Context: an optimization exercise on an open-source flow, tuned for small area. The choices shown serve that exercise and are no tape-out recipe.
The RTL was checked by simulation tests, not by an equivalence proof against the original design.
The clock cells of runs 6 and 7 come from the design's own scripts or RTL, not from TritonCTS.
The clock port is modelled as an ideal driver, which makes a skipped or thinned clock tree look cheaper than it is; a real chip needs a root buffer or a tree.
Power and IR drop assume default switching activity.

==> design.v <==
`timescale 1ns / 1ps
module morse_code_interpreter_top (
    input clk,
    input btnL,
    input btnC,
    input btnR,
    input btnD,
    input [15:0] sw,
    input [4:0] JB,
    output reg [6:0] seg,
    output [3:0] an,
    output dp,
    output [4:0] JA,
    output led
    );
    localparam EV_NONE = 3'b000, EV_LETTER = 3'b010, EV_WORD = 3'b011,
               EV_DIT = 3'b100, EV_DASH = 3'b101;
    reg [4:0] ph;  
    always @(posedge clk) begin
        if (btnC) ph <= 5'd0;
        else ph <= {ph[3:0], ~ph[4]};
    end
    wire tick = !btnC && ph[3] && !ph[4];
    reg source_talking, source_talking_d1;
    reg [4:0] d_out_shift;
    always @(posedge clk) begin
        if (btnC) begin
            source_talking <= 1'b0;
            source_talking_d1 <= 1'b0;
            d_out_shift <= 5'd0;
        end else if (tick) begin
            if (JB[0]) source_talking <= 1'b0;
            else if (btnR) source_talking <= 1'b1;
            source_talking_d1 <= source_talking;
            d_out_shift <= {d_out_shift[3:0], btnR | JB[0]};
        end
    end
    wire rst = btnC | (source_talking ^ source_talking_d1);
    assign JA = {4'b0000, btnR};
    assign dp = 1'b1;
    assign led = ~source_talking;
    reg [6:0] refresh;
    always @(posedge clk) begin
        if (rst) refresh <= 7'd16;
        else refresh <= refresh + 7'd1;
    end
    wire [1:0] digit = refresh[6:5];
    assign an = ~(4'b0001 << digit);
    reg [4:0] mcnt, scnt;
    reg md1, incl;
    reg mode_h, mode_l;
    reg [11:0] timer;
    reg tflag;
    reg [2:0] next_ev, ev;
    wire m30   = mcnt == 5'b10000;
    wire deb   = m30 | (&mcnt);
    wire rise  = m30;
    wire fall  = md1 & ~deb;
    wire sedge = scnt == 5'b10000;
    wire [4:0] mnext = m30 ? 5'b11111 : {mcnt[3:0], ~(mcnt[4] ^ mcnt[2])};
    wire [4:0] snext = sedge ? 5'b11111 : {scnt[3:0], ~(scnt[4] ^ scnt[2])};
    localparam [11:0] T199 = 12'b100000000100, T500 = 12'b001100001000,
                      T1600 = 12'b110010110011;
    wire tmax = tflag && timer == 12'd0;
    always @(posedge clk) begin
        if (rst) begin
            mcnt <= 5'd0;
            scnt <= 5'd0;
            md1 <= 1'b0;
            mode_h <= 1'b0;
            mode_l <= 1'b0;
            next_ev <= EV_NONE;
            ev <= EV_NONE;
        end else if (tick) begin
            mcnt <= d_out_shift[4] ? mnext : 5'd0;
            scnt <= btnD ? snext : 5'd0;
            md1 <= deb;
            incl <= sw[15];
            if (sedge) begin
                next_ev <= EV_WORD;
            end else begin
                next_ev <= EV_NONE;
                if (tmax) begin
                    mode_h <= 1'b0;
                    mode_l <= 1'b0;
                end
                if (rise) begin
                    mode_h <= 1'b1;
                    mode_l <= 1'b0;
                end else if (fall) begin
                    mode_h <= 1'b0;
                    mode_l <= 1'b1;
                    next_ev <= (mode_h && tflag) ? EV_DASH : EV_DIT;
                end else if (mode_l) begin
                    if (timer == T1600 && incl) next_ev <= EV_WORD;
                    else if (timer == T500) next_ev <= EV_LETTER;
                end
                ev <= next_ev;
            end
        end
    end
    always @(posedge clk) begin
        if (tick && !sedge) begin
            if ((rise && !mode_h) || (fall && !mode_l)) begin
                timer <= 12'd0;
                tflag <= 1'b0;
            end else begin
                timer <= {timer[10:0], ~(timer[11] ^ timer[7] ^ timer[1] ^ timer[0])};
                if (timer == T199) tflag <= 1'b1;
            end
        end
    end
    reg [4:0] state;
    reg sh;
    wire [4:0] node = sh ? 5'd1 : state;
    wire is_elem = ev[2];
    wire [4:0] child = {node[3:0], ev[0]};
    wire child_bad = node[4] || (node == 5'd9 && ev[0]) || (node == 5'd10 && ev[0]) || node == 5'd15;
    wire emit_letter = ev == EV_LETTER && node != 5'd1;
    wire emit_word = ev == EV_WORD;
    wire next_sh = emit_letter | emit_word;
    always @(posedge clk) begin
        if (rst) begin
            state <= 5'd1;
            sh <= 1'b0;
        end else if (tick) begin
            sh <= next_sh;
            if (emit_word) state <= 5'd0;
            else if (is_elem) state <= child_bad ? 5'd1 : child;
            else state <= node;
        end
    end
    wire shift_done = tick && sh && !next_sh;
    reg [19:0] digits;
    always @(posedge clk) begin
        if (rst) digits <= 20'd0;
        else if (shift_done) digits <= {digits[14:0], state};
    end
    reg [4:0] ch;
    always @(*) begin
        case (digit)
            2'd0: ch = digits[4:0];
            2'd1: ch = digits[9:5];
            2'd2: ch = digits[14:10];
            default: ch = digits[19:15];
        endcase
    end
    always @(*) begin
        case (ch)
            5'd2:  seg = 7'b0000110;  
            5'd3:  seg = 7'b0000111;  
            5'd4:  seg = 7'b1001111;  
            5'd5:  seg = 7'b0001000;  
            5'd6:  seg = 7'b0101011;  
            5'd7:  seg = 7'b0101010;  
            5'd8:  seg = 7'b0010010;  
            5'd9:  seg = 7'b1100011;  
            5'd10: seg = 7'b0101111;  
            5'd11: seg = 7'b0010101;  
            5'd12: seg = 7'b0100001;  
            5'd13: seg = 7'b0001010;  
            5'd14: seg = 7'b0010000;  
            5'd15: seg = 7'b0100011;  
            5'd16: seg = 7'b0001011;  
            5'd17: seg = 7'b1010101;  
            5'd18: seg = 7'b0001110;  
            5'd20: seg = 7'b1000111;  
            5'd22: seg = 7'b0001100;  
            5'd23: seg = 7'b1100001;  
            5'd24: seg = 7'b0000011;  
            5'd25: seg = 7'b1101011;  
            5'd26: seg = 7'b1000110;  
            5'd27: seg = 7'b0010001;  
            5'd28: seg = 7'b0100100;  
            5'd29: seg = 7'b0011000;  
            default: seg = 7'b1111111;  
        endcase
    end
endmodule
==> flow/run.sh <==
#!/bin/bash
# Own layout flow: the standard ORFS flow (standard.sh) with these changes
# to how the layout is made:
#  1. after the standard synthesis, the combinational logic is mapped again for
#     area (Yosys + ABC); every flip-flop of the standard synthesis is kept as
#     it is (same instance, name and cell type). Each candidate netlist must be
#     proven equivalent to the standard netlist (Yosys equiv_*); the smallest
#     proven one is used, else the standard netlist is kept.
#  2. port buffers use the smallest buffer cell (buf_1)
#  3. CTS uses clkbuf_4 and inserts no dummy clock loads; afterwards a clock
#     buffer that drives more than 10 pins is made a clkbuf_8 (flow/post_cts.tcl)
# Each tool's output goes to a log file in this folder.
set -euo pipefail
cd "$(dirname "$0")/.."
export BUFFER_PORTS_ARGS="-buffer_cell sky130_fd_sc_hd__buf_1"
export CTS_ARGS="-sink_clustering_enable -repair_clock_nets -buf_list sky130_fd_sc_hd__clkbuf_4 -dont_use_dummy_load"
export POST_CTS_TCL="$PWD/flow/post_cts.tcl"
YOSYS="$FLOW_HOME/../tools/install/yosys/bin/yosys"
[[ -x "$YOSYS" ]] || YOSYS=yosys
PLATFORM="${FLOW_PLATFORM:-sky130hd}"
RES="orfs/results/$PLATFORM/morse_code_interpreter_top/base"
export REOPT_LIB="$FLOW_HOME/platforms/$PLATFORM/lib/sky130_fd_sc_hd__tt_025C_1v80.lib"
export REOPT_TOP="${FLOW_TOP:-morse_code_interpreter_top}"

bash standard.sh synth > flow_synth.log 2>&1
mkdir -p reopt
cp "$RES/1_2_yosys.v" reopt/std.v

best=""
best_area=""
i=0
while read -r script; do
  [[ -z "$script" || "$script" == \#* ]] && continue
  i=$((i + 1))
  export REOPT_IN=reopt/std.v REOPT_OUT=reopt/cand$i.v REOPT_STAT=reopt/cand$i.stat REOPT_SCRIPT="$script"
  if "$YOSYS" -c flow/reopt.tcl > reopt_map_$i.log 2>&1 \
     && REOPT_GATE=reopt/cand$i.v "$YOSYS" -c flow/equiv.tcl > reopt_equiv_$i.log 2>&1; then
    area=$(awk '/Chip area/ {print $NF}' reopt/cand$i.stat)
    echo "candidate $i: area $area, proven equivalent" >> reopt.log
    if [[ -z "$best" ]] || awk -v a="$area" -v b="$best_area" 'BEGIN {exit !(a < b)}'; then
      best=reopt/cand$i.v
      best_area=$area
    fi
  else
    echo "candidate $i: failed or not proven" >> reopt.log
  fi
done < flow/abc_scripts.txt

if [[ -n "$best" ]]; then
  echo "using $best (area $best_area)" >> reopt.log
  cp "$best" "$RES/1_2_yosys.v"
else
  echo "keeping the standard netlist" >> reopt.log
fi

bash standard.sh > flow_layout.log 2>&1
==> flow/abc_scripts.txt <==
# ABC scripts tried for the area re-mapping, one per line
+strash;&get,-n;&st;&syn2;&dch,-f;&nf,-R,1000,-p;&st;&syn2;&dch,-f;&nf,-R,1000,-p;&put;topo;
+strash;&get,-n;&st;&dc2;&syn2;&dch,-f;&nf,-R,1000,-p;&st;&dc2;&syn2;&dch,-f;&nf,-R,1000,-p;&put;topo;
+strash;compress2rs;compress2rs;&get,-n;&dch,-f;&nf,-R,1000,-p;&put;topo;
+strash;&get,-n;&dch,-f;&nf,-R,1000,-p;&put;topo;
+strash;dch,-f;map,-a;topo;
==> flow/equiv.tcl <==
# Prove the re-mapped netlist equivalent to the standard one: flip-flops are
# paired by instance name, every other net name is hidden.
set lib $::env(REOPT_LIB)
yosys read_liberty -ignore_miss_func $lib
yosys read_verilog $::env(REOPT_IN)
yosys rename $::env(REOPT_TOP) gold
yosys read_verilog $::env(REOPT_GATE)
yosys rename $::env(REOPT_TOP) gate
yosys hierarchy -check
yosys rename -hide gold/w:_* gold/c:_* gate/w:_* gate/c:_*
yosys flatten gold gate
yosys opt_clean
yosys equiv_make gold gate equiv
yosys hierarchy -top equiv
yosys equiv_simple -seq 2
yosys equiv_induct
yosys equiv_status -assert
==> flow/post_cts.tcl <==
# After CTS: a clkbuf_4 that drives more than 10 clock pins becomes a clkbuf_8,
# to keep the flip-flop clock-pin slew low; then the placement is legalized again.
set block [ord::get_db_block]
set master8 [[ord::get_db] findMaster sky130_fd_sc_hd__clkbuf_8]
set changed 0
foreach inst [$block getInsts] {
  if { [[$inst getMaster] getName] ne "sky130_fd_sc_hd__clkbuf_4" } { continue }
  set net [[$inst findITerm X] getNet]
  if { $net eq "NULL" } { continue }
  set fanout [expr { [llength [$net getITerms]] - 1 }]
  if { $fanout > 10 } {
    puts "post_cts: [$inst getName] drives $fanout pins: clkbuf_8"
    $inst swapMaster $master8
    incr changed
  }
}
if { $changed } {
  detailed_placement
  check_placement -verbose
  estimate_parasitics -placement
}
==> flow/reopt.tcl <==
# Map the combinational logic of the standard netlist again; flip-flop cells are
# black boxes, so they stay exactly as the standard synthesis made them.
set lib $::env(REOPT_LIB)
yosys read_liberty -ignore_miss_func $lib
yosys blackbox =sky130_fd_sc_hd__*df* =sky130_fd_sc_hd__*dl*
yosys read_verilog $::env(REOPT_IN)
yosys hierarchy -check -top $::env(REOPT_TOP)
yosys flatten
yosys opt -purge
set dont_use {}
foreach c {probe_p_8 probec_p_8 lpflow_bleeder_1 lpflow_clkbufkapwr_1 lpflow_clkbufkapwr_16
  lpflow_clkbufkapwr_2 lpflow_clkbufkapwr_4 lpflow_clkbufkapwr_8 lpflow_clkinvkapwr_1
  lpflow_clkinvkapwr_16 lpflow_clkinvkapwr_2 lpflow_clkinvkapwr_4 lpflow_clkinvkapwr_8
  lpflow_decapkapwr_12 lpflow_decapkapwr_3 lpflow_decapkapwr_4 lpflow_decapkapwr_6
  lpflow_decapkapwr_8 lpflow_inputiso0n_1 lpflow_inputiso0p_1 lpflow_inputiso1n_1
  lpflow_inputiso1p_1 lpflow_inputisolatch_1 lpflow_isobufsrc_1 lpflow_isobufsrc_16
  lpflow_isobufsrc_2 lpflow_isobufsrc_4 lpflow_isobufsrc_8 lpflow_isobufsrckapwr_16
  lpflow_lsbuf_lh_hl_isowell_tap_1 lpflow_lsbuf_lh_hl_isowell_tap_2
  lpflow_lsbuf_lh_hl_isowell_tap_4 lpflow_lsbuf_lh_isowell_4 lpflow_lsbuf_lh_isowell_tap_1
  lpflow_lsbuf_lh_isowell_tap_2 lpflow_lsbuf_lh_isowell_tap_4} {
  lappend dont_use -dont_use sky130_fd_sc_hd__$c
}
yosys abc -liberty $lib {*}$dont_use -script $::env(REOPT_SCRIPT)
yosys splitnets
yosys opt_clean -purge
yosys hilomap -singleton -hicell sky130_fd_sc_hd__conb_1 HI -locell sky130_fd_sc_hd__conb_1 LO
yosys tee -o $::env(REOPT_STAT) stat -liberty $lib
yosys write_verilog -noattr -nohex -nodec $::env(REOPT_OUT)
==> standard.sh <==
#!/bin/bash
# synth_recipe.tcl (not shown) runs the flow's synth.tcl, then flattens the netlist and writes it again
# the make line also repeats each setting of config.mk as NAME=value (left out here)
make -C /OpenROAD-flow-scripts/flow DESIGN_CONFIG=/design/flow/config.mk WORK_HOME=/design/flow/orfs CLKGATE_MAP_FILE= SYNTH_SCRIPT=/design/flow/synth_recipe.tcl "${@:-finish}"
==> config.mk <==
export PLATFORM = sky130hd
export DESIGN_NAME = morse_code_interpreter_top
export DESIGN_NICKNAME = morse_code_interpreter_top
export VERILOG_FILES = /design/flow/design.v
export SDC_FILE = /design/flow/constraint.sdc
export NUM_CORES = 4
export LEC_CHECK = 0
export CAP_MARGIN = 0
export CORE_MARGIN = 2
export CORE_UTILIZATION = 60
export SLEW_MARGIN = 0
==> constraint.sdc <==
create_clock -name core_clock -period 10.0 [get_ports {clk}]
set_input_delay 2.0000 -clock core_clock [delete_from_list [all_inputs] [get_ports {clk}]]
set_output_delay 2.0000 -clock core_clock [all_outputs]
set_load 0.01 [all_outputs]
==> impl_results.md, run 1 <==
* Run status: no timing/DRC/antenna violations
* Int Pwr at between 300 and 400 uW
* Fin area at around 0.0036 mm^2
* Vias in the first global route at between 2000 and 2500
* Count of input and output buffers at 18
* DIE HEIGHT at just under 80 um
* CTS sink count at 78
* Skew-Pair Late Insertion Delay at a little over 0.4 ns
* Antenna-violating nets left at 0
* Detailed Place HPWL at approximately 4.4 mm
* Crit-path cells: or2_0 -> o22ai_1 -> nor2_1 -> clkinv_1 -> nor2_1 -> o21ai_0 -> nor2_1 -> a31oi_1 -> buf_1
* Crit-path max FO at 14
* # rows at 27
* Sw power at ~100 uW
* WL/cell at roughly 13 um
* Die ar. at 0.00615 mm^2
* Die Width at a little under 80 um
* Vias at between 2000 and 3000
* Reg2reg start: timer[6]
* CTS clk-pin slew, worst paths at ~0.10 ns
* Data required time at the worst endpoint at roughly 8.0 ns
* DRC at 0
* Setup crit end kind: output pin
* Fin crit share at 0.504
* # setup viols final at 0
* Worst-margin pin slew at around 0.87 ns
* Slew Limit Headroom at 0.415
* DRT Pass-1 Iters at 5
* Ratio of cells with drive above 1 in the final layout at 0.0303
* Pwr Density at 134 mW/mm^2
* RSZ-0062 raised after global routing: false
* Layout net count at ~460
* Ys Warns at 1
* # IOs at 44
* Most used cell, CP: nor2_1
* Total GRT Usage at 0.224
* Worst path arrival time at ~3 ns
* Gpl congestion at between 0.8 and 0.9
* Sequential power share at 0.673
* Crit path max-delay family: simple AND/OR/NAND/NOR gates
* Clock Power Share at 0.292
* Skew final at 0.0233 ns
* Setup Total Neg Slack at 0 ns
* Largest stage delay, worst path at roughly 0.70 ns
* CP max stage cell: nor2_1
* R2r setup slk at ~7.9 ns
* Post-Synthesis Cells at ~400
* Achievable Freq at between 150 and 200 MHz
* GR Overflow Total at 0
* Hold Worst Slack at 0.429 ns
* Max cap viols at 0
* HP Class: flop to flop
* Via/cell ratio at approximately 5.7
* Antenna cells at 0
* Drt total wl at ~6.4 mm
* Combinational Power Share at 0.035
* Fin. Hold Viols at 0
* Syn_area_per_cell at 8.41 um^2
* Largest net degree at the start of global routing at 24
* TritonCTS clock tree: done
* WP buf/inv at 2
* Mapped Area at 0.00332 mm^2
* Sw frac at 0.216
* Syn-to-layout area delta at 8.40%
* 1st-iter DRT viols at around 120
* First-pass GRT wire length at around 11 mm
* Initial core utilization at 0.611
* Setup CP Type: flop to output pin
* Maximum vdd drop at approximately 110 uV
* Startpoint types: flop
* Critical Path Start: refresh[5]
* Tmin final at ~5.0 ns
* Final Slew Violations at 0
* Placed Area at between 0.003 and 0.004 mm^2
* Min-delay src: ph[4]
* Core footprint at 0.00544 mm^2
* Initial antenna violation count at 0
* Static Leak at between 1 and 1.5 nW
==> flip-flops by register name (all words and copies together) (netlist names), 3 cells and up <==
name / count
d_out_shift: 5
digits: 20
ev: 3
mcnt: 5
next_ev: 3
ph: 5
refresh: 7
scnt: 5
state: 5
timer: 12
==> per-layer routing <==
metal	vias up	GRT usage	routed length [um]
li1	1474	-	-
met1	1296	0.322	3200
met2	67	0.332	2830
met3	5	0.0632	299
met4	0	0.0632	51
met5	-	0	0
==> cell type report <==
type	instances	area, um^2
fillers	490	1840
well taps	72	90.1
clock buffers	9	80.1
inverters	5	18.8
flip-flops and latches	78	1700
repair buffers	22	97.6
multi-input cells	315	1610
==> placed cells by master, fill, tap and decap left out, types with 2 or more instances in the layout <==
master	n
nor2_1	93
dfxtp_1	64
o21ai_0	50
nand2_1	38
a21oi_1	26
buf_1	18
edfxtp_1	14
and2_0	13
o22ai_1	10
nor3_1	8
nand2b_1	7
nand3_1	7
clkbuf_4	7
nor2b_1	6
clkinv_1	5
mux2i_1	5
and3_1	5
conb_1	5
buf_4	4
xor2_1	3
nor3b_1	3
a211oi_1	3
a22o_1	3
o32a_1	2
nor4_1	2
nand4_1	2
o22a_1	2
o221a_1	2
o221ai_1	2
xnor2_1	2
a31oi_1	2
clkbuf_8	2
==> final timing paths <==
check             cells past startpoint      to
setup / recovery                      9  seg[1]
hold / removal                        1   ph[0]
setup reg to reg                      8  mode_h
hold reg to reg                       1   ph[0]
==> power by group through the flow <==
| stage | combinational [mW] | clock, mW | sequential (mW) |
|---|---|---|---|
| 6_report | 0.0170 | 0.141 | 0.325 |
| 3_5_place_dp | 0.0171 | 0 | 0.332 |
| 3_3_place_gp | 0.0167 | 0 | 0.332 |
| 5_1_grt | 0.0194 | 0.158 | 0.325 |
| 2_1_floorplan | 0.0119 | 0 | 0.332 |
==> stage by stage <==
| stage | cells | utilization | worst slack, ns | total power, mW |
|---|---|---|---|---|
| 6_report | 501 | 0.662 | 4.96 | 0.483 |
| 5_1_grt | 501 | 0.662 | 4.65 | 0.503 |
| 3_5_place_dp | 492 | 0.648 | 5.46 | 0.349 |
| 3_3_place_gp | 492 | 0.648 | 5.49 | 0.349 |
| 2_1_floorplan | 398 | - | 5.81 | 0.344 |
==> run 2: changes to the inputs <==
--- a/design.v
+++ b/design.v
@@ -41,8 +41,13 @@
     assign led = ~source_talking;
-    reg [6:0] refresh;
+    reg [4:0] refresh;
+    reg [1:0] digit;
     always @(posedge clk) begin
-        if (rst) refresh <= 7'd16;
-        else refresh <= refresh + 7'd1;
+        if (rst) begin
+            refresh <= 5'd0;
+            digit <= 2'd0;
+        end else begin
+            refresh <= refresh + 5'd1;
+            if (refresh == 5'd15) digit <= digit + 2'd1;
+        end
     end
-    wire [1:0] digit = refresh[6:5];
     assign an = ~(4'b0001 << digit);
@@ -175,2 +180,6 @@
             5'd29: seg = 7'b0011000;  
+            5'd19: seg = 7'b0001110;
+            5'd21: seg = 7'b1000111;
+            5'd30: seg = 7'b0100100;
+            5'd31: seg = 7'b0011000;
             default: seg = 7'b1111111;  
--- a/flow/run.sh
+++ b/flow/run.sh
@@ -28,4 +28,11 @@
 
-best=""
-best_area=""
+# map every candidate (up to NUM_CORES at a time), prove each one, keep the smallest
+run_candidate() {
+  local i=$1 script=$2
+  export REOPT_IN=reopt/std.v REOPT_OUT=reopt/cand$i.v REOPT_STAT=reopt/cand$i.stat REOPT_SCRIPT="$script"
+  if "$YOSYS" -c flow/reopt.tcl > reopt_map_$i.log 2>&1 \
+     && REOPT_GATE=reopt/cand$i.v "$YOSYS" -c flow/equiv.tcl > reopt_equiv_$i.log 2>&1; then
+    touch reopt/cand$i.ok
+  fi
+}
 i=0
@@ -34,9 +41,15 @@
   i=$((i + 1))
-  export REOPT_IN=reopt/std.v REOPT_OUT=reopt/cand$i.v REOPT_STAT=reopt/cand$i.stat REOPT_SCRIPT="$script"
-  if "$YOSYS" -c flow/reopt.tcl > reopt_map_$i.log 2>&1 \
-     && REOPT_GATE=reopt/cand$i.v "$YOSYS" -c flow/equiv.tcl > reopt_equiv_$i.log 2>&1; then
-    area=$(awk '/Chip area/ {print $NF}' reopt/cand$i.stat)
-    echo "candidate $i: area $area, proven equivalent" >> reopt.log
+  run_candidate $i "$script" &
+  while (( $(jobs -rp | wc -l) >= ${NUM_CORES:-4} )); do sleep 1; done
+done < flow/abc_scripts.txt
+wait
+
+best=""
+best_area=""
+for ((j = 1; j <= i; j++)); do
+  if [[ -f reopt/cand$j.ok ]]; then
+    area=$(awk '/Chip area/ {print $NF}' reopt/cand$j.stat)
+    echo "candidate $j: area $area, proven equivalent" >> reopt.log
     if [[ -z "$best" ]] || awk -v a="$area" -v b="$best_area" 'BEGIN {exit !(a < b)}'; then
-      best=reopt/cand$i.v
+      best=reopt/cand$j.v
       best_area=$area
@@ -44,5 +57,5 @@
   else
-    echo "candidate $i: failed or not proven" >> reopt.log
+    echo "candidate $j: failed or not proven" >> reopt.log
   fi
-done < flow/abc_scripts.txt
+done
 
==> flow/abc_scripts.txt (replaced) <==
# ABC scripts tried for the area re-mapping, one per line
+strash;&get,-n;&deepsyn,-T,30,-S,0;&dch,-f;&nf,-R,1000,-p;&put;topo;
+strash;&get,-n;&deepsyn,-T,30,-S,2;&dch,-f;&nf,-R,1000,-p;&put;topo;
+strash;&get,-n;&deepsyn,-T,30,-S,1;&dch,-f;&nf,-R,1000,-p;&put;topo;
+strash;&get,-n;&deepsyn,-T,30,-S,3;&dch,-f;&nf,-R,1000,-p;&put;topo;
+strash;&get,-n;&st;&syn2;&dch,-f;&nf,-R,1000,-p;&st;&syn2;&dch,-f;&nf,-R,1000,-p;&put;topo;
+strash;&get,-n;&st;&dc2;&syn2;&dch,-f;&nf,-R,1000,-p;&st;&dc2;&syn2;&dch,-f;&nf,-R,1000,-p;&put;topo;
+strash;&get,-n;&dch,-f;&nf,-R,1000,-p;&put;topo;
+strash;dch,-f;map,-a;topo;
==> impl_results.md, run 2 <==
* Run status: no timing/DRC/antenna violations
* Initial core utilization at 0.617 (+0.00587)
* Largest net degree at the start of global routing at 22 (-8.3%)
* Data required time at the worst endpoint at 8.00 ns (about the same)
* First-pass GRT wire length at 10.7 mm (-2.9%)
* Gpl congestion at 1.00 (+19%)
* Met1 usage at 0.304 (-0.0179)
* Final Slew Violations at 0 (unchanged)
* Skew-Pair Late Insertion Delay at 0.40 ns (about the same)
* Startpoint types: flop
* Total GRT Usage at 0.227 (+0.00297)
* DIE HEIGHT at 76.2 um (-2.8%)
* RSZ-0062 raised after global routing: false
* Worst-margin pin slew at 1.08 ns (+0.205 ns)
* CTS clk-pin slew, worst paths at 0.08 ns (-0.02 ns)
* Placed Area at 0.00330 mm^2 (-6.2%)
* Antenna-violating nets left at 0 (unchanged)
* Achievable Freq at 187 MHz (-6.0%)
* Fin. Hold Viols at 0 (unchanged)
* # IOs at 44 (unchanged)
* 1st-iter DRT viols at 215 (+81%)
* # rows at 26 (-3.7%)
* Maximum vdd drop at 124 uV (+13%)
* Crit-path max FO at 9 (-5)
* Setup CP Type: flop to output pin
* HP Class: flop to flop
* Initial antenna violation count at 0 (unchanged)
* Fin area at 0.00338 mm^2 (-6.0%)
* Syn_area_per_cell at 9.49 um^2 (+13%)
* Most used cell, CP: o21ai_0
* Pwr Density at 139 mW/mm^2 (+3.9%)
* Skew final at 0.0253 ns (+0.00197 ns)
* Antenna cells at 0 (unchanged)
* Via/cell ratio at 5.89 (+3.9%)
* TritonCTS clock tree: done
* Max cap viols at 0 (unchanged)
* DRC at 0 (unchanged)
* Layout net count at 389 (-15%)
* Setup Total Neg Slack at 0 ns (unchanged)
* Biggest regs: digits (20), timer (12)
* Most flops, register: digits
* DRT Pass-1 Iters at 4 (-1)
* Max reg flops at 20 (unchanged)
* Post-Synthesis Cells at 330 (-16%)
* Tmin final at 5.36 ns (+0.321 ns)
* CTS sink count at 78 (unchanged)
* Slew Limit Headroom at 0.280 (-0.135)
* # setup viols final at 0 (unchanged)
* GRT Max-Usage Layer: met2
* Syn-to-layout area delta at 8.11%
* Mapped Area at 0.00313 mm^2 (-5.8%)
* Commonest non-fill, non-tap cell in the layout: dfxtp_1
* GR Overflow Total at 0 (unchanged)
* GR met2 Demand/Resource at 0.350 (+0.0177)
* Vias in the first global route at 2366 (-3.1%)
* Setup crit end kind: output pin
* Detailed Place HPWL at 4.29 mm (-1.7%)
* Worst path arrival time at 3.36 ns (+0.32 ns)
* Tot Pwr at 471 uW (-2.4%)
* Fin crit share at 0.536 (+0.0321)
* Die Width at 76.2 um (-2.8%)
* Crit-path cells: or2_0 -> o22a_1 -> o221a_1 -> o21ai_0 -> o21ai_0 -> nor2_1 -> a21oi_1 -> clkinv_1 -> a221oi_1 -> buf_1
* CP max stage cell: dfxtp_1
* Met3 Usage GRT at 0.0758 (+0.0126)
* Static Leak at 1.14 nW (-8.6%)
* WL/cell at 14.0 um (+9.7%)
* Count of input and output buffers at 18 (unchanged)
* Vias at 2540 (-11%)
* Drt total wl at 6.03 mm (-5.6%)
* Core footprint at 0.00507 mm^2 (-6.7%)
* Most frequent cells in the layout: dfxtp_1 (64), nor2_1 (41), nand2_1 (35)
* Largest stage delay, worst path at 0.45 ns (-0.25 ns)
* Die ar. at 0.00581 mm^2 (-5.5%)
* Ys Warns at 1 (unchanged)
* Ratio of cells with drive above 1 in the final layout at 0.0277 (-0.00260)
## run 2: path summary, 6_finish.rpt
path | startpoint | to | slack, ns | cells past startpoint
worst max-delay path | digit[0] | seg[0] | 4.64 | 10
worst min-delay path | ph[4] | ph[0] | 0.41 | 1
worst max register to register | mcnt[2] | tflag | 7.12 | 7
worst min register to register | ph[4] | ph[0] | 0.41 | 1
## run 2: per-stage QoR
stage          hold WS, ns  setup slack [ns]  instances   util
5_1_grt              0.442              4.31        431  0.667
2_1_floorplan        0.382              5.50        333      -
3_5_place_dp         0.404              5.20        422  0.651
6_report             0.415              4.64        431  0.667
3_3_place_gp         0.407              5.22        422  0.651
## run 2: final cells by class
class                           instances  area [um^2]
Multi-Input combinational cell        248         1410
Clock buffer                            9         80.1
Fill cell                             442         1690
Sequential cell                        78         1700
Timing Repair Buffer                   19         75.1
Inverter                                7         26.3
Tap cell                               70         87.6
## run 2: worst max-delay path: cells and delay by family, from the launching register on
| family | cells | cell delay, ns |
|---|---|---|
| buffers and inverters | 2 | 0.28 |
| AND/OR/NAND/NOR | 2 | 0.52 |
| AO/OA/AOI/OAI | 6 | 1.70 |
| flip-flops | 1 | 0.45 |
## run 2: where the power goes
part | total (mW) | switching [mW] | internal [mW]
Sequential | 0.322 | 0.00120 | 0.321
Combinational | 0.0115 | 0.00864 | 0.00283
Clock | 0.138 | 0.0877 | 0.0503
## run 2: routing by layer
| metal | share of wire | wire [um] | up-vias |
|---|---|---|---|
| met5 | 0 | 0 | - |
| met2 | 0.44 | 2630 | 56 |
| met3 | 0.043 | 257 | 13 |
| met1 | 0.50 | 3040 | 1195 |
| li1 | - | - | 1276 |
| met4 | 0.016 | 98 | 0 |
==> run 3: changes to the inputs <==
--- a/flow/run.sh
+++ b/flow/run.sh
@@ -9,3 +9,4 @@
 #  2. port buffers use the smallest buffer cell (buf_1)
-#  3. CTS uses clkbuf_4 and inserts no dummy clock loads; afterwards a clock
+#  3. constant outputs share one tie cell per value (no tie fan-out repair)
+#  4. CTS uses clkbuf_4 and inserts no dummy clock loads; afterwards a clock
 #     buffer that drives more than 10 pins is made a clkbuf_8 (flow/post_cts.tcl)
@@ -16,2 +17,3 @@
 export CTS_ARGS="-sink_clustering_enable -repair_clock_nets -buf_list sky130_fd_sc_hd__clkbuf_4 -dont_use_dummy_load"
+export SKIP_REPAIR_TIE_FANOUT=1
 export POST_CTS_TCL="$PWD/flow/post_cts.tcl"
==> impl_results.md, run 3 <==
* Run status: no timing/DRC/antenna violations
* RSZ-0062 raised after global routing: false
* Most used cell, CP: o21ai_0
* # rows at 26 (unchanged)
* Most frequent cells in the layout: dfxtp_1 (64), nor2_1 (41), nand2_1 (35)
* Initial core utilization at 0.617 (unchanged)
* Sequential power share at 0.681 (-0.002)
* Detailed Place HPWL at 4.24 mm (-1.2%)
* Die ar. at 0.00581 mm^2 (unchanged)
* Commonest non-fill, non-tap cell in the layout: dfxtp_1
* Layout net count at 386 (-0.77%)
* HP Class: flop to flop
* DRT Pass-1 Iters at 4 (unchanged)
* Int Pwr at 374 uW (about the same)
* TritonCTS clock tree: done
* Combinational Power Share at 0.024 (about the same)
* Tot Pwr at 473 uW (+0.28%)
* Reg2reg start: mcnt[2]
* Drt total wl at 6.01 mm (-0.35%)
* # IOs at 44 (unchanged)
* Worst Slack Setup Final at 4.66 ns (+0.0151 ns)
* 1st-iter DRT viols at 295 (+37%)
* Fillers at 440 (-0.45%)
* Count of non-filler cells in the finished layout at 428 (-0.70%)
* Vias at 2500 (-1.6%)
* Syn-to-layout area delta at 7.75%
* R2r setup slk at 7.09 ns (-0.03 ns)
* Final Slew Violations at 0 (unchanged)
* Gpl congestion at 0.917 (-8.5%)
* Largest net degree at the start of global routing at 22 (unchanged)
* Max cap viols at 0 (unchanged)
* Worst path arrival time at 3.34 ns (-0.02 ns)
* Post-Synthesis Cells at 330 (unchanged)
* Antenna-violating nets left at 0 (unchanged)
* Slew Limit Headroom at 0.325 (+0.0450)
* Clock Power Share at 0.295 (+0.002)
* Crit-path cells: or2_0 -> o22a_1 -> o221a_1 -> o21ai_0 -> o21ai_0 -> nor2_1 -> a21oi_1 -> clkinv_1 -> a221oi_1 -> buf_1
* Pre-CTS WS at 5.17 ns (-0.0268 ns)
* Total GRT Usage at 0.226 (-0.00122)
* DP Cell Count at 419 (-0.71%)
* Fin crit share at 0.534 (-0.00151)
* R2r worst-path depth at 7 (unchanged)
* Largest stage delay, worst path at 0.46 ns (about the same)
* Hold endpoint: ph[3]
* Achievable Freq at 187 MHz (+0.28%)
* Setup crit end kind: output pin
* WL/cell at 14.0 um (+0.35%)
* Worst-margin pin slew at 1.01 ns (-0.0675 ns)
* CTS sink count at 78 (unchanged)
* Biggest regs: digits (20), timer (12)
* Initial antenna violation count at 0 (unchanged)
* Min-delay src: ph[2]
* DIE HEIGHT at 76.2 um (unchanged)
* Worst R2R End: tflag
* Ratio of cells with drive above 1 in the final layout at 0.0279 (+0.000232)
* Pwr Density at 140 mW/mm^2 (+0.62%)
* CTS clk-pin slew, worst paths at 0.10 ns (+0.02 ns)
* Critical Path Start: digit[0]
* Static Leak at 1.13 nW (-0.85%)
* First-pass GRT wire length at 10.6 mm (-1.2%)
* Fin. Hold Viols at 0 (unchanged)
* Max reg flops at 20 (unchanged)
* Startpoint types: flop
* CP max stage cell: dfxtp_1
* Antenna cells at 0 (unchanged)
* DRC at 0 (unchanged)
* Core footprint at 0.00507 mm^2 (unchanged)
* Via/cell ratio at 5.84 (-0.88%)
* Most flops, register: digits
* Placed Area at 0.00329 mm^2 (-0.34%)
* GR Overflow Total at 0 (unchanged)
* # setup viols final at 0 (unchanged)
* Mapped Area at 0.00313 mm^2 (unchanged)
* Ys Warns at 1 (unchanged)
* Fin area at 0.00337 mm^2 (-0.33%)
* Data required time at the worst endpoint at 8.00 ns (about the same)
* Syn_area_per_cell at 9.49 um^2 (unchanged)
* Skew-Pair Late Insertion Delay at 0.41 ns (about the same)
* Setup Total Neg Slack at 0 ns (unchanged)
* Die Width at 76.2 um (unchanged)
* Sw frac at 0.209 (+0.00226)
* Sw power at 98.8 uW (+1.4%)
* Crit-path max FO at 9 (unchanged)
* Vias in the first global route at 2337 (-1.2%)
* Setup CP Type: flop to output pin
* Maximum vdd drop at 131 uV (+6.1%)
* Skew final at 0.0308 ns (+0.00556 ns)
* Count of input and output buffers at 18 (unchanged)
* Tmin final at 5.34 ns (-0.0151 ns)
* Hold path depth at 1 (unchanged)
==> run 3: area by class of cell <==
cell class                      count  area (um^2)  share of cell area
Multi-Input combinational cell    245         1400               0.416
Inverter                            7         26.3             0.00779
Timing Repair Buffer               19         75.1              0.0223
Sequential cell                    78         1700               0.504
Clock buffer                        9         80.1              0.0237
Tap cell                           70         87.6              0.0260
==> run 3: worst max-delay path by stage <==
stage                           to  cells after the start
after detailed placement    seg[0]                     10
after floorplan           state[2]                     11
after global routing        seg[0]                     10
after global placement      seg[0]                     10
final                       seg[0]                     10
==> run 3: per-stage QoR <==
stage	hold slack, ns	util
2_1_floorplan	0.382	-
3_3_place_gp	0.407	0.649
3_5_place_dp	0.406	0.649
5_1_grt	0.443	0.665
6_report	0.415	0.665
==> run 3: critical path: cells and delay by family, from the launching register on <==
| family | cells | cell delay [ns] |
|---|---|---|
| AO/OA/AOI/OAI | 6 | 1.70 |
| AND/OR/NAND/NOR | 2 | 0.49 |
| flip-flops | 1 | 0.46 |
| buffers and inverters | 2 | 0.31 |
==> run 3: power groups by stage <==
stage               clock (mW)  sequential [mW]  combinational [mW]
floorplan                    0            0.329             0.00729
global placement             0            0.329              0.0113
detailed placement           0            0.329              0.0114
global route             0.158            0.322              0.0129
finish                   0.139            0.322              0.0114
==> run 3: layer usage <==
metal	share of wire	up-vias	GRT usage	routed length, um
met5	0	-	0	0
met4	0.016	0	0.0727	94
met3	0.052	10	0.0770	314
met2	0.43	62	0.339	2600
met1	0.50	1162	0.308	3000
li1	-	1266	-	-
==> run 4: changes to the inputs <==
--- a/flow/run.sh
+++ b/flow/run.sh
@@ -16,3 +16,3 @@
 export BUFFER_PORTS_ARGS="-buffer_cell sky130_fd_sc_hd__buf_1"
-export CTS_ARGS="-sink_clustering_enable -repair_clock_nets -buf_list sky130_fd_sc_hd__clkbuf_4 -dont_use_dummy_load"
+export CTS_ARGS="-sink_clustering_enable -repair_clock_nets -buf_list sky130_fd_sc_hd__clkbuf_8 -dont_use_dummy_load -sink_clustering_size 25 -sink_clustering_max_diameter 100"
 export SKIP_REPAIR_TIE_FANOUT=1
==> impl_results.md, run 4 <==
* Biggest regs: digits (20), timer (12)
* Most frequent cells in the layout: dfxtp_1 (64), nor2_1 (41), nand2_1 (35)
* Total GRT Usage at 0.230 (+0.00408)
* 1st-iter DRT viols at 344 (+17%)
* Min-delay src: ph[4]
* Achievable Freq at 189 MHz (+0.78%)
* Reg2reg start: mcnt[2]
* Slew Limit Headroom at 0.324 (-0.000362)
* R2r setup slk at 6.98 ns (-0.11 ns)
* Die Width at 76.2 um (unchanged)
* Die ar. at 0.00581 mm^2 (unchanged)
* First-pass GRT wire length at 10.8 mm (+1.9%)
* Vias in the first global route at 2347 (+0.43%)
* Setup crit end kind: output pin
* Final Slew Violations at 0 (unchanged)
* Syn_area_per_cell at 9.49 um^2 (unchanged)
* Mapped Area at 0.00313 mm^2 (unchanged)
* Skew-Pair Late Insertion Delay at 0.34 ns (-0.07 ns)
* Vias at 2516 (+0.64%)
* GR Overflow Total at 0 (unchanged)
* Pwr Density at 149 mW/mm^2 (+6.2%)
* Hold path depth at 1 (unchanged)
* WL/cell at 14.4 um (+2.6%)
* TritonCTS clock tree: done
* Startpoint types: flop
* Run status: no timing/DRC/antenna violations
* # setup viols final at 0 (unchanged)
* Syn-to-layout area delta at 9.15%
* CP max stage cell: dfxtp_1
* Post-Synthesis Cells at 330 (unchanged)
* Fin crit share at 0.530 (-0.00416)
* CTS sink count at 78 (unchanged)
* DRC at 0 (unchanged)
* Detailed Place HPWL at 4.24 mm (unchanged)
* Antenna-violating nets left at 0 (unchanged)
* Max cap viols at 0 (unchanged)
* Gpl congestion at 0.917 (unchanged)
* Maximum vdd drop at 135 uV (+2.7%)
* DIE HEIGHT at 76.2 um (unchanged)
* Fin. Hold Viols at 0 (unchanged)
* Layout net count at 386 (unchanged)
* # rows at 26 (unchanged)
* Setup Total Neg Slack at 0 ns (unchanged)
* Setup CP Type: flop to output pin
* R2r worst-path depth at 7 (unchanged)
* Commonest non-fill, non-tap cell in the layout: dfxtp_1
* RSZ-0062 raised after global routing: false
* Max reg flops at 20 (unchanged)
* Most used cell, CP: o21ai_0
* Worst-margin pin slew at 1.01 ns (+0.000543 ns)
* Skew final at 0.0193 ns (-0.0115 ns)
* Initial antenna violation count at 0 (unchanged)
* Ratio of cells with drive above 1 in the final layout at 0.0279 (unchanged)
* Data required time at the worst endpoint at 8.00 ns (about the same)
* HP Class: flop to flop
* Via/cell ratio at 5.88 (+0.64%)
* DP Cell Count at 419 (unchanged)
* Tmin final at 5.30 ns (-0.0416 ns)
* Drt total wl at 6.17 mm (+2.6%)
* Ys Warns at 1 (unchanged)
* DRT Pass-1 Iters at 4 (unchanged)
* Hold endpoint: ph[0]
* Count of non-filler cells in the finished layout at 428 (unchanged)
* Crit-path max FO at 9 (unchanged)
* Worst path arrival time at 3.30 ns (-0.04 ns)
* CTS clk-pin slew, worst paths at 0.08 ns (-0.02 ns)
* Static Leak at 1.15 nW (+1.6%)
* Initial core utilization at 0.617 (unchanged)
* Crit-path cells: or2_0 -> o22a_1 -> o221a_1 -> o21ai_0 -> o21ai_0 -> nor2_1 -> a21oi_1 -> clkinv_1 -> a221oi_1 -> buf_1
* Core footprint at 0.00507 mm^2 (unchanged)
* Largest stage delay, worst path at 0.45 ns (about the same)
* Antenna cells at 0 (unchanged)
* Count of input and output buffers at 18 (unchanged)
* Most flops, register: digits
* # IOs at 44 (unchanged)
* Worst R2R End: tflag
* Largest net degree at the start of global routing at 22 (unchanged)
run 4: through the flow:
| stage | power (mW) | cell area, um^2 | hold slack [ns] | setup slack (ns) | utilization |
|---|---|---|---|---|---|
| after global placement | 0.340 | 3290 | 0.407 | 5.23 | 0.649 |
| after detailed placement | 0.340 | 3290 | 0.406 | 5.17 | 0.649 |
| after global routing | 0.528 | 3420 | 0.444 | 4.35 | 0.673 |
| after floorplan | 0.336 | 3130 | 0.382 | 5.50 | - |
| final | 0.508 | 3420 | 0.419 | 4.70 | 0.673 |
run 4: how the worst max path moves through the flow:
stage	startpoint	end	slack, ns	cells after the start
floorplan	btnC	state[2]	5.50	11
global placement	digit[0]	seg[0]	5.23	10
detailed placement	digit[0]	seg[0]	5.17	10
global route	digit[0]	seg[0]	4.35	10
finish	digit[0]	seg[0]	4.70	10
run 4: area by class of cell:
cell class	instances	area, um^2
tap	70	87.6
inverter	7	26.3
timing repair buffer	19	75.1
sequential	78	1700
fill	438	1660
multi-input combinational	245	1400
clock buffer	9	124
run 4: layer usage:
layer	up-vias	GRT usage	routed length (um)
li1	1270	-	-
met1	1183	0.318	3080
met2	52	0.344	2720
met3	11	0.0687	289
met4	0	0.0800	80
met5	-	0	0
run 4: power by group:
part	switching [mW]	total (mW)	internal (mW)
Combinational	0.00873	0.0116	0.00283
Clock	0.0943	0.175	0.0803
Sequential	0.00114	0.322	0.321
Total	0.104	0.508	0.404
run 4: worst max-delay path, delay by kind of cell (launching register included):
family | cells | cell delay (ns)
simple gates | 2 | 0.49
compound gates | 6 | 1.71
flops | 1 | 0.45
buf+inv | 2 | 0.31
==> run 5: changes to the inputs <==
--- a/flow/run.sh
+++ b/flow/run.sh
@@ -16,3 +16,3 @@
 export BUFFER_PORTS_ARGS="-buffer_cell sky130_fd_sc_hd__buf_1"
-export CTS_ARGS="-sink_clustering_enable -repair_clock_nets -buf_list sky130_fd_sc_hd__clkbuf_8 -dont_use_dummy_load -sink_clustering_size 25 -sink_clustering_max_diameter 100"
+export CTS_ARGS="-sink_clustering_enable -repair_clock_nets -buf_list sky130_fd_sc_hd__clkbuf_4 -dont_use_dummy_load -sink_clustering_size 30 -sink_clustering_max_diameter 200 -sink_clustering_levels 1"
 export SKIP_REPAIR_TIE_FANOUT=1
==> impl_results.md, run 5 <==
* Met2 routed WL at 2.60 mm (-4.5%)
* Antenna-violating nets left at 0 (unchanged)
* # setup viols final at 0 (unchanged)
* Met1 Wirelength at 3.00 mm (-2.4%)
* Slew Limit Headroom at 0.325 (+0.000362)
* Post-Synthesis Cells at 330 (unchanged)
* Final core utilization at 0.665 (-0.00863)
* Largest net degree at the start of global routing at 22 (unchanged)
* DRC at 0 (unchanged)
* Antenna cells at 0 (unchanged)
* Max cap viols at 0 (unchanged)
* Data required time at the worst endpoint at 8.00 ns (about the same)
* Die Width at 76.2 um (unchanged)
* WL/cell at 14.0 um (-2.6%)
* Pwr Density at 140 mW/mm^2 (-5.8%)
* Total GRT Usage at 0.226 (-0.00408)
* Initial antenna violation count at 0 (unchanged)
* # IOs at 44 (unchanged)
* Most used cell, CP: o21ai_0
* CP max stage cell: dfxtp_1
* Ys Warns at 1 (unchanged)
* Gpl congestion at 0.917 (unchanged)
* RSZ-0062 raised after global routing: false
* Die ar. at 0.00581 mm^2 (unchanged)
* Fin area at 0.00337 mm^2 (-1.3%)
* Most frequent cells in the layout: dfxtp_1 (64), nor2_1 (41), nand2_1 (35)
* Crit path max-delay family: compound AO/OA/AOI/OAI gates
* Commonest non-fill, non-tap cell in the layout: dfxtp_1
* CTS clk-pin slew, worst paths at 0.10 ns (+0.02 ns)
* HP Class: flop to flop
* First-pass GRT wire length at 10.6 mm (-1.9%)
* Skew final at 0.0308 ns (+0.0115 ns)
* Skew-Pair Late Insertion Delay at 0.41 ns (+0.07 ns)
* Maximum vdd drop at 131 uV (-2.6%)
* Max reg flops at 20 (unchanged)
* DRT Pass-1 Iters at 4 (unchanged)
* Vias at 2500 (-0.64%)
* Core footprint at 0.00507 mm^2 (unchanged)
* Setup crit end kind: output pin
* Worst Slack Setup Final at 4.66 ns (-0.0416 ns)
* Initial core utilization at 0.617 (unchanged)
* Biggest regs: digits (20), timer (12)
* # rows at 26 (unchanged)
* Fin crit share at 0.534 (+0.00416)
* Fin. Hold Viols at 0 (unchanged)
* Final Slew Violations at 0 (unchanged)
* 1st-iter DRT viols at 295 (-14%)
* Startpoint types: flop
* Pre-CTS WS at 5.17 ns (unchanged)
* DIE HEIGHT at 76.2 um (unchanged)
* Syn-to-layout area delta at 7.75%
* Worst-margin pin slew at 1.01 ns (-0.000543 ns)
* Setup Total Neg Slack at 0 ns (unchanged)
* Worst path arrival time at 3.34 ns (+0.04 ns)
* Ratio of cells with drive above 1 in the final layout at 0.0279 (unchanged)
* Most flops, register: digits
* Max Used Layer: met4
* Crit-path cells: or2_0 -> o22a_1 -> o221a_1 -> o21ai_0 -> o21ai_0 -> nor2_1 -> a21oi_1 -> clkinv_1 -> a221oi_1 -> buf_1
* Setup CP Type: flop to output pin
* Achievable Freq at 187 MHz (-0.78%)
* CTS sink count at 78 (unchanged)
* WP buf/inv at 2 (unchanged)
* Tot Pwr at 473 uW (-7.0%)
* Drt total wl at 6.01 mm (-2.6%)
* Crit-path max FO at 9 (unchanged)
* Placed Area at 0.00329 mm^2 (unchanged)
* Run status: no timing/DRC/antenna violations
* Largest stage delay, worst path at 0.46 ns (about the same)
* Detailed Place HPWL at 4.24 mm (unchanged)
* Syn_area_per_cell at 9.49 um^2 (unchanged)
* GR Overflow Total at 0 (unchanged)
* Layout net count at 386 (unchanged)
* Via/cell ratio at 5.84 (-0.64%)
* TritonCTS clock tree: done
* Static Leak at 1.13 nW (-1.6%)
* Vias in the first global route at 2337 (-0.43%)
* Count of input and output buffers at 18 (unchanged)
* Mapped Area at 0.00313 mm^2 (unchanged)
* Met3 WL at 314 um (+8.7%)
* Tmin final at 5.34 ns (+0.0416 ns)
run 5: stage by stage:
step	std cells	hold slack [ns]
after floorplan	330	0.382
after global placement	419	0.407
after detailed placement	419	0.406
after global routing	428	0.443
final	428	0.415
run 5: final timing paths:
path | start | end | slack, ns | cells past startpoint
setup reg to reg | mcnt[2] | tflag | 7.09 | 7
hold / removal | ph[2] | ph[3] | 0.42 | 1
hold reg to reg | ph[2] | ph[3] | 0.42 | 1
setup / recovery | digit[0] | seg[0] | 4.66 | 10
run 5: power by group:
group	total, mW	switching (mW)	internal [mW]	leakage (nW)
Sequential	0.322	0.00113	0.321	0.599
Clock	0.139	0.0891	0.0503	0.0466
Combinational	0.0114	0.00857	0.00283	0.485
run 5: cell type report:
cell class / instances / area, um^2
Sequential cell: 78 / 1700
Clock buffer: 9 / 80.1
Timing Repair Buffer: 19 / 75.1
Inverter: 7 / 26.3
Tap cell: 70 / 87.6
Fill cell: 440 / 1700
Multi-Input combinational cell: 245 / 1400
run 5: routing by layer:
metal / global-route usage / up-vias
li1: - / 1266
met3: 0.0770 / 10
met4: 0.0727 / 0
met5: 0 / -
met2: 0.339 / 62
met1: 0.308 / 1162
run 5: worst reg2reg max path, cell delays in order (launching register included):
cell	delay, ns
dfxtp_1	0.40
nor4_1	0.11
and2_0	0.25
a41oi_1	0.39
nand2_1	0.18
o22ai_1	0.81
clkinv_1	0.27
a21oi_1	0.24
==> run 6: changes to the inputs <==
--- a/flow/run.sh
+++ b/flow/run.sh
@@ -16,5 +16,5 @@
 export BUFFER_PORTS_ARGS="-buffer_cell sky130_fd_sc_hd__buf_1"
-export CTS_ARGS="-sink_clustering_enable -repair_clock_nets -buf_list sky130_fd_sc_hd__clkbuf_4 -dont_use_dummy_load -sink_clustering_size 30 -sink_clustering_max_diameter 200 -sink_clustering_levels 1"
+export CTS_ARGS="-sink_clustering_enable -repair_clock_nets -buf_list sky130_fd_sc_hd__clkbuf_4 -dont_use_dummy_load"
 export SKIP_REPAIR_TIE_FANOUT=1
-export POST_CTS_TCL="$PWD/flow/post_cts.tcl"
+export POST_CTS_TCL="$PWD/flow/post_cts_manual.tcl" CLKTREE_K=4 CLKTREE_BUF=sky130_fd_sc_hd__clkbuf_8
 YOSYS="$FLOW_HOME/../tools/install/yosys/bin/yosys"
==> flow/post_cts_manual.tcl (new file) <==
# After CTS: replace the CTS clock tree by CLKTREE_K buffers of type CLKTREE_BUF,
# each fed by the clock port and driving the flip-flops of one region of the die
# (the flip-flops are split in two halves by x, and each half again by y when
# CLKTREE_K is 4). Then the placement is legalized again.
set k $::env(CLKTREE_K)
set bufcell $::env(CLKTREE_BUF)
set block [ord::get_db_block]
set db [ord::get_db]
set clk_net [$block findNet clk]
set master [$db findMaster $bufcell]

# clock pins of the flip-flops
set sinks {}
foreach inst [$block getInsts] {
  if { ![string match "sky130_fd_sc_hd__*df*" [[$inst getMaster] getName]] } { continue }
  set it [$inst findITerm CLK]
  if { $it eq "NULL" } { continue }
  lappend sinks $it
}
# the CTS buffers: every clock buffer reachable from the clock port
set todo [list $clk_net]
set bufs {}
set nets {}
while { [llength $todo] } {
  set net [lindex $todo 0]
  set todo [lrange $todo 1 end]
  foreach it [$net getITerms] {
    set inst [$it getInst]
    if { [string match "sky130_fd_sc_hd__clkbuf_*" [[$inst getMaster] getName]]
         && [[$it getMTerm] getName] eq "A" } {
      lappend bufs $inst
      set onet [[$inst findITerm X] getNet]
      if { $onet ne "NULL" } {
        lappend nets $onet
        lappend todo $onet
      }
    }
  }
}
puts "manual clock tree: [llength $sinks] flip-flops, removing [llength $bufs] CTS buffers"
foreach it $sinks { $it disconnect }
foreach b $bufs { odb::dbInst_destroy $b }
foreach n $nets { odb::dbNet_destroy $n }

proc center { it } {
  set bb [[$it getInst] getBBox]
  return [list [expr { ([$bb xMin] + [$bb xMax]) / 2 }] [expr { ([$bb yMin] + [$bb yMax]) / 2 }]]
}
proc split_by { items axis } {
  set keyed {}
  foreach it $items { lappend keyed [list [lindex [center $it] $axis] $it] }
  set sorted [lsort -integer -index 0 $keyed]
  set half [expr { [llength $sorted] / 2 }]
  set a {}
  set b {}
  set i 0
  foreach p $sorted {
    if { $i < $half } { lappend a [lindex $p 1] } else { lappend b [lindex $p 1] }
    incr i
  }
  return [list $a $b]
}
set groups [list $sinks]
if { $k >= 2 } { set groups [split_by $sinks 0] }
if { $k >= 4 } {
  set g {}
  foreach grp $groups {
    foreach h [split_by $grp 1] { lappend g $h }
  }
  set groups $g
}
set n 0
foreach grp $groups {
  set sx 0
  set sy 0
  foreach it $grp {
    lassign [center $it] x y
    incr sx $x
    incr sy $y
  }
  set cx [expr { $sx / [llength $grp] }]
  set cy [expr { $sy / [llength $grp] }]
  set inst [odb::dbInst_create $block $master "clkbuf_manual_$n"]
  $inst setLocation $cx $cy
  $inst setPlacementStatus PLACED
  set net [odb::dbNet_create $block "clknet_manual_$n"]
  $net setSigType CLOCK
  [$inst findITerm A] connect $clk_net
  [$inst findITerm X] connect $net
  foreach it $grp { $it connect $net }
  puts "manual clock tree: clkbuf_manual_$n ($bufcell) drives [llength $grp] flip-flops"
  incr n
}
detailed_placement
check_placement -verbose
estimate_parasitics -placement
global_connect
removed: flow/post_cts.tcl
==> impl_results.md, run 6 <==
* Skew final at 0.0124 ns (-0.0184 ns)
* Most flops, register: digits
* Worst path arrival time at 3.15 ns (-0.19 ns)
* # setup viols final at 0 (unchanged)
* RSZ-0062 raised after global routing: false
* Syn-to-layout area delta at 6.95%
* Setup crit end kind: output pin
* Mapped Area at 0.00313 mm^2 (unchanged)
* Count of input and output buffers at 18 (unchanged)
* Syn_area_per_cell at 9.49 um^2 (unchanged)
* GR Overflow Total at 0 (unchanged)
* Antenna-violating nets left at 0 (unchanged)
* Biggest regs: digits (20), timer (12)
* DRT Pass-1 Iters at 4 (unchanged)
* 1st-iter DRT viols at 255 (-14%)
* Final Slew Violations at 0 (unchanged)
* Total GRT Usage at 0.217 (-0.00891)
* Setup Total Neg Slack at 0 ns (unchanged)
* Post-Synthesis Cells at 330 (unchanged)
* # rows at 26 (unchanged)
* Fin crit share at 0.515 (-0.0190)
* Placed Area at 0.00329 mm^2 (unchanged)
* Hold Worst Slack at 0.418 ns (+0.00290 ns)
* Fillers at 441 (+0.23%)
* Fin. Hold Viols at 0 (unchanged)
* Startpoint types: flop
* Commonest non-fill, non-tap cell in the layout: dfxtp_1
* Die Width at 76.2 um (unchanged)
* HP Class: flop to flop
* Initial antenna violation count at 0 (unchanged)
* Largest net degree at the start of global routing at 22 (unchanged)
* Die ar. at 0.00581 mm^2 (unchanged)
* Worst-margin pin slew at 1.02 ns (+0.0112 ns)
* R2r setup slk at 7.00 ns (-0.09 ns)
* WL/cell at 14.0 um (-0.22%)
* Ratio of cells with drive above 1 in the final layout at 0.0142 (-0.0138)
* Vias at 2466 (-1.4%)
* R2r worst-path depth at 7 (unchanged)
* Tmin final at 5.15 ns (-0.190 ns)
* Hold path depth at 1 (unchanged)
* Data required time at the worst endpoint at 8.00 ns (about the same)
* Worst R2R End: tflag
* Detailed Place HPWL at 4.24 mm (unchanged)
* Pre-CTS WS at 5.17 ns (unchanged)
* Ys Warns at 1 (unchanged)
* Initial core utilization at 0.617 (unchanged)
* Antenna cells at 0 (unchanged)
* # IOs at 44 (unchanged)
* Reg2reg start: mcnt[2]
* Layout net count at 381 (-1.3%)
* Vias in the first global route at 2275 (-2.7%)
* Slew Limit Headroom at 0.317 (-0.00745)
* Maximum vdd drop at 130 uV (-1.1%)
* Crit-path max FO at 9 (unchanged)
* DIE HEIGHT at 76.2 um (unchanged)
* Fin area at 0.00335 mm^2 (-0.74%)
* Gpl congestion at 0.917 (unchanged)
* DRC at 0 (unchanged)
* Most frequent cells in the layout: dfxtp_1 (64), nor2_1 (41), nand2_1 (35)
* Pwr Density at 133 mW/mm^2 (-5.4%)
* Max cap viols at 0 (unchanged)
* Worst Slack Setup Final at 4.85 ns (+0.190 ns)
* Min-delay src: ph[4]
* First-pass GRT wire length at 10.4 mm (-1.4%)
* CTS clk-pin slew, worst paths at 0.10 ns (about the same)
* Max reg flops at 20 (unchanged)
* Setup CP Type: flop to output pin
* Via/cell ratio at 5.83 (-0.19%)
* Core footprint at 0.00507 mm^2 (unchanged)
* Tot Pwr at 444 uW (-6.1%)
* CTS sink count at 78 (unchanged)
* Skew-Pair Late Insertion Delay at 0.17 ns (-0.24 ns)
* Run status: no timing/DRC/antenna violations
* Drt total wl at 5.93 mm (-1.4%)
* Achievable Freq at 194 MHz (+3.7%)
* Hold endpoint: ph[0]
* Static Leak at 1.11 nW (-1.6%)
## run 6: critical path, stage by stage (launching register included)
cell      delay (ns)
dfxtp_1         0.46
or2_0           0.40
o22a_1          0.21
o221a_1         0.28
o21ai_0         0.28
o21ai_0         0.40
nor2_1          0.10
a21oi_1         0.27
clkinv_1        0.13
a221oi_1        0.27
buf_1           0.18
## run 6: worst max path at each step
stage / cells after the start / startpoint / slack [ns] / to
floorplan: 11 / btnC / 5.50 / state[2]
global placement: 10 / digit[0] / 5.23 / seg[0]
detailed placement: 10 / digit[0] / 5.17 / seg[0]
global route: 10 / digit[0] / 4.53 / seg[0]
finish: 10 / digit[0] / 4.85 / seg[0]
## run 6: where the power goes
group	leakage, nW	total (mW)	internal (mW)	switching (mW)
Sequential	0.599	0.322	0.321	0.00113
Combinational	0.485	0.0114	0.00283	0.00861
Clock	0.0288	0.110	0.0374	0.0730
Total	1.11	0.444	0.361	0.0827
## run 6: final cells by class
type / count / area, um^2 / share of cell area
repair buffers: 19 / 75.1 / 0.0224
flip-flops and latches: 78 / 1700 / 0.508
inverters: 7 / 26.3 / 0.00785
well taps: 70 / 87.6 / 0.0262
plain buffers: 4 / 55.1 / 0.0164
multi-input cells: 245 / 1400 / 0.419
## run 6: per-stage QoR
| stage | util | cells |
|---|---|---|
| final | 0.660 | 423 |
| after global routing | 0.660 | 423 |
| after detailed placement | 0.649 | 419 |
| after global placement | 0.649 | 419 |
| after floorplan | - | 330 |
## run 6: metal layers
| layer | vias up | routed length, um | GRT usage |
|---|---|---|---|
| li1 | 1262 | - | - |
| met1 | 1143 | 2990 | 0.319 |
| met2 | 55 | 2600 | 0.330 |
| met3 | 6 | 262 | 0.0296 |
| met4 | 0 | 74 | 0.0745 |
| met5 | - | 0 | 0 |
==> run 7: changes to the inputs <==
--- a/flow/run.sh
+++ b/flow/run.sh
@@ -10,4 +10,5 @@
 #  3. constant outputs share one tie cell per value (no tie fan-out repair)
-#  4. CTS uses clkbuf_4 and inserts no dummy clock loads; afterwards a clock
-#     buffer that drives more than 10 pins is made a clkbuf_8 (flow/post_cts.tcl)
+#  4. CTS runs without dummy clock loads; afterwards its tree is replaced by
+#     four clkbuf_8, fed by the clock port, each driving the flip-flops of one
+#     quarter of the die (flow/post_cts_manual.tcl)
 # Each tool's output goes to a log file in this folder.
==> impl_results.md, run 7 <==
* Drt total wl at 5.93 mm (unchanged)
* Startpoint types: flop
* Most flops, register: digits
* Syn-to-layout area delta at 6.95% (unchanged)
* Static Leak at 1.11 nW (unchanged)
* CTS clk-pin slew, worst paths at 0.10 ns (about the same)
* Mapped Area at 0.00313 mm^2 (unchanged)
* Data required time at the worst endpoint at 8.00 ns (about the same)
* Critical Path Start: digit[0]
* R2r worst-path depth at 7 (unchanged)
* Vias in the first global route at 2275 (unchanged)
* R2r setup slk at 7.00 ns (about the same)
* Total GRT Usage at 0.217 (unchanged)
* HP Class: flop to flop
* Initial core utilization at 0.617 (unchanged)
* Detailed Place HPWL at 4.24 mm (unchanged)
* Most used cell, CP: o21ai_0
* Skew-Pair Late Insertion Delay at 0.17 ns (about the same)
* Skew final at 0.0124 ns (unchanged)
* 1st-iter DRT viols at 255 (unchanged)
* Gpl congestion at 0.917 (unchanged)
* DRC at 0 (unchanged)
* Slew Limit Headroom at 0.317 (unchanged)
* Worst-margin pin slew at 1.02 ns (unchanged)
* Worst Setup EP: seg[0]
* Max Used Layer: met4
* Tmin final at 5.15 ns (unchanged)
* GR Overflow Total at 0 (unchanged)
* WP buf/inv at 2 (unchanged)
* Largest stage delay, worst path at 0.46 ns (about the same)
* Setup crit end kind: output pin
* Met1 Wirelength at 2.99 mm (unchanged)
* DRT Pass-1 Iters at 4 (unchanged)
* # IOs at 44 (unchanged)
* Setup CP Type: flop to output pin
* CTS sink count at 78 (unchanged)
* Ratio of cells with drive above 1 in the final layout at 0.0142 (unchanged)
* Reg2reg start: mcnt[2]
* Run status: no timing/DRC/antenna violations
* Fillers at 441 (unchanged)
* Ys Warns at 1 (unchanged)
* Achievable Freq at 194 MHz (unchanged)
* Met3 WL at 262 um (unchanged)
* Via/cell ratio at 5.83 (unchanged)
* Critical Path Stages at 10 (unchanged)
* Antenna cells at 0 (unchanged)
* Die Width at 76.2 um (unchanged)
* Biggest regs: digits (20), timer (12)
* Crit-path max FO at 9 (unchanged)
* Fin crit share at 0.515 (unchanged)
* RSZ-0062 raised after global routing: false
* # setup viols final at 0 (unchanged)
* Post-Synthesis Cells at 330 (unchanged)
* Core footprint at 0.00507 mm^2 (unchanged)
* Hold Worst Slack at 0.418 ns (unchanged)
* Fin. Hold Viols at 0 (unchanged)
* DIE HEIGHT at 76.2 um (unchanged)
* Syn_area_per_cell at 9.49 um^2 (unchanged)
* Die ar. at 0.00581 mm^2 (unchanged)
* Most frequent cells in the layout: dfxtp_1 (64), nor2_1 (41), nand2_1 (35)
* Antenna-violating nets left at 0 (unchanged)
* Max reg flops at 20 (unchanged)
* Max cap viols at 0 (unchanged)
* Maximum vdd drop at 130 uV (unchanged)
* First-pass GRT wire length at 10.4 mm (unchanged)
* CP max stage cell: dfxtp_1
* Count of input and output buffers at 18 (unchanged)
* Worst R2R End: tflag
* Setup Total Neg Slack at 0 ns (unchanged)
* Pwr Density at 133 mW/mm^2 (unchanged)
* Final Slew Violations at 0 (unchanged)
* Crit-path cells: or2_0 -> o22a_1 -> o221a_1 -> o21ai_0 -> o21ai_0 -> nor2_1 -> a21oi_1 -> clkinv_1 -> a221oi_1 -> buf_1
* Met2 routed WL at 2.60 mm (unchanged)
* Fin area at 0.00335 mm^2 (unchanged)
* Largest net degree at the start of global routing at 22 (unchanged)
* Commonest non-fill, non-tap cell in the layout: dfxtp_1
* Placed Area at 0.00329 mm^2 (unchanged)
* Worst path arrival time at 3.15 ns (about the same)
* WL/cell at 14.0 um (unchanged)
* # rows at 26 (unchanged)
* Vias at 2466 (unchanged)
* Hold path depth at 1 (unchanged)
* Crit path max-delay family: compound AO/OA/AOI/OAI gates
* Layout net count at 381 (unchanged)
* Initial antenna violation count at 0 (unchanged)
==> run 7: cell counts in the layout (fill, tap and decap cells not counted) <==
No cell type changed its count.
==> run 7: where the power goes <==
part | switching, mW | internal (mW) | total [mW]
clock network | 0.0730 | 0.0374 | 0.110
registers | 0.00113 | 0.321 | 0.322
logic | 0.00861 | 0.00283 | 0.0114
==> run 7: worst min-delay path by stage <==
stage | from | endpoint
finish | ph[4] | ph[0]
global route | ph[4] | ph[0]
detailed placement | ph[4] | ph[0]
global placement | ph[4] | ph[0]
floorplan | ph[4] | ph[0]
==> run 7: routing by layer <==
metal,track usage,up-vias
met5,0,-
li1,-,1262
met4,0.0745,0
met1,0.319,1143
met3,0.0296,6
met2,0.330,55
==> run 7: final cells by class <==
cell class                 instances  area, um^2  share of cell area
sequential                        78        1700               0.508
multi-input combinational        245        1400               0.419
tap                               70        87.6              0.0262
timing repair buffer              19        75.1              0.0224
buffer                             4        55.1              0.0164
inverter                           7        26.3             0.00785
==> run 7: through the flow <==
stage	util	setup WS, ns	total power, mW	std cells
final	0.660	4.85	0.444	423
after global routing	0.660	4.53	0.461	423
after detailed placement	0.649	5.17	0.340	419
after global placement	0.649	5.23	0.340	419
after floorplan	-	5.50	0.336	330

-- separate check: timing with driven ports --
The results above use ideal ports. As a check the final layouts listed here were re-extracted and re-timed, cells and wires unchanged. Step 1, drivers: a clkbuf_16 drives clk and a buf_2 each remaining input, both assumed. Step 2, shift: input delay + t, output delay - t, t = (earliest + latest rising clock arrival at the registers) / 2. This alone moves slack from input paths to output paths. a / b / c = no drivers / after step 1 / after step 2; a / b = the first two.
| run | shift t [ns] | slack for setup (ns) | hold WS [ns] | worst setup path after step 2 | latest minus earliest clock arrival (ns) |
|---|---|---|---|---|---|
| run 1 | 0.428 | 4.961 / 4.935 / 5.363 | 0.429 / 0.429 / 0.429 | register to output | 0.023 / 0.024 |
| run 2 | 0.415 | 4.641 / 4.613 / 5.029 | 0.415 / 0.415 / 0.415 | register to output | 0.025 / 0.025 |
| run 3 | 0.419 | 4.656 / 4.629 / 5.048 | 0.415 / 0.415 / 0.415 | register to output | 0.031 / 0.031 |
| run 4 | 0.364 | 4.697 / 4.668 / 5.032 | 0.419 / 0.419 / 0.419 | register to output | 0.020 / 0.020 |
| run 5 | 0.419 | 4.656 / 4.629 / 5.048 | 0.415 / 0.415 / 0.415 | register to output | 0.031 / 0.031 |
| run 6 | 0.222 | 4.846 / 4.787 / 5.009 | 0.418 / 0.418 / 0.418 | register to output | 0.013 / 0.012 |
| run 7 | 0.222 | 4.846 / 4.787 / 5.009 | 0.418 / 0.418 / 0.418 | register to output | 0.013 / 0.012 |
After both steps setup and hold are still met in every run listed.
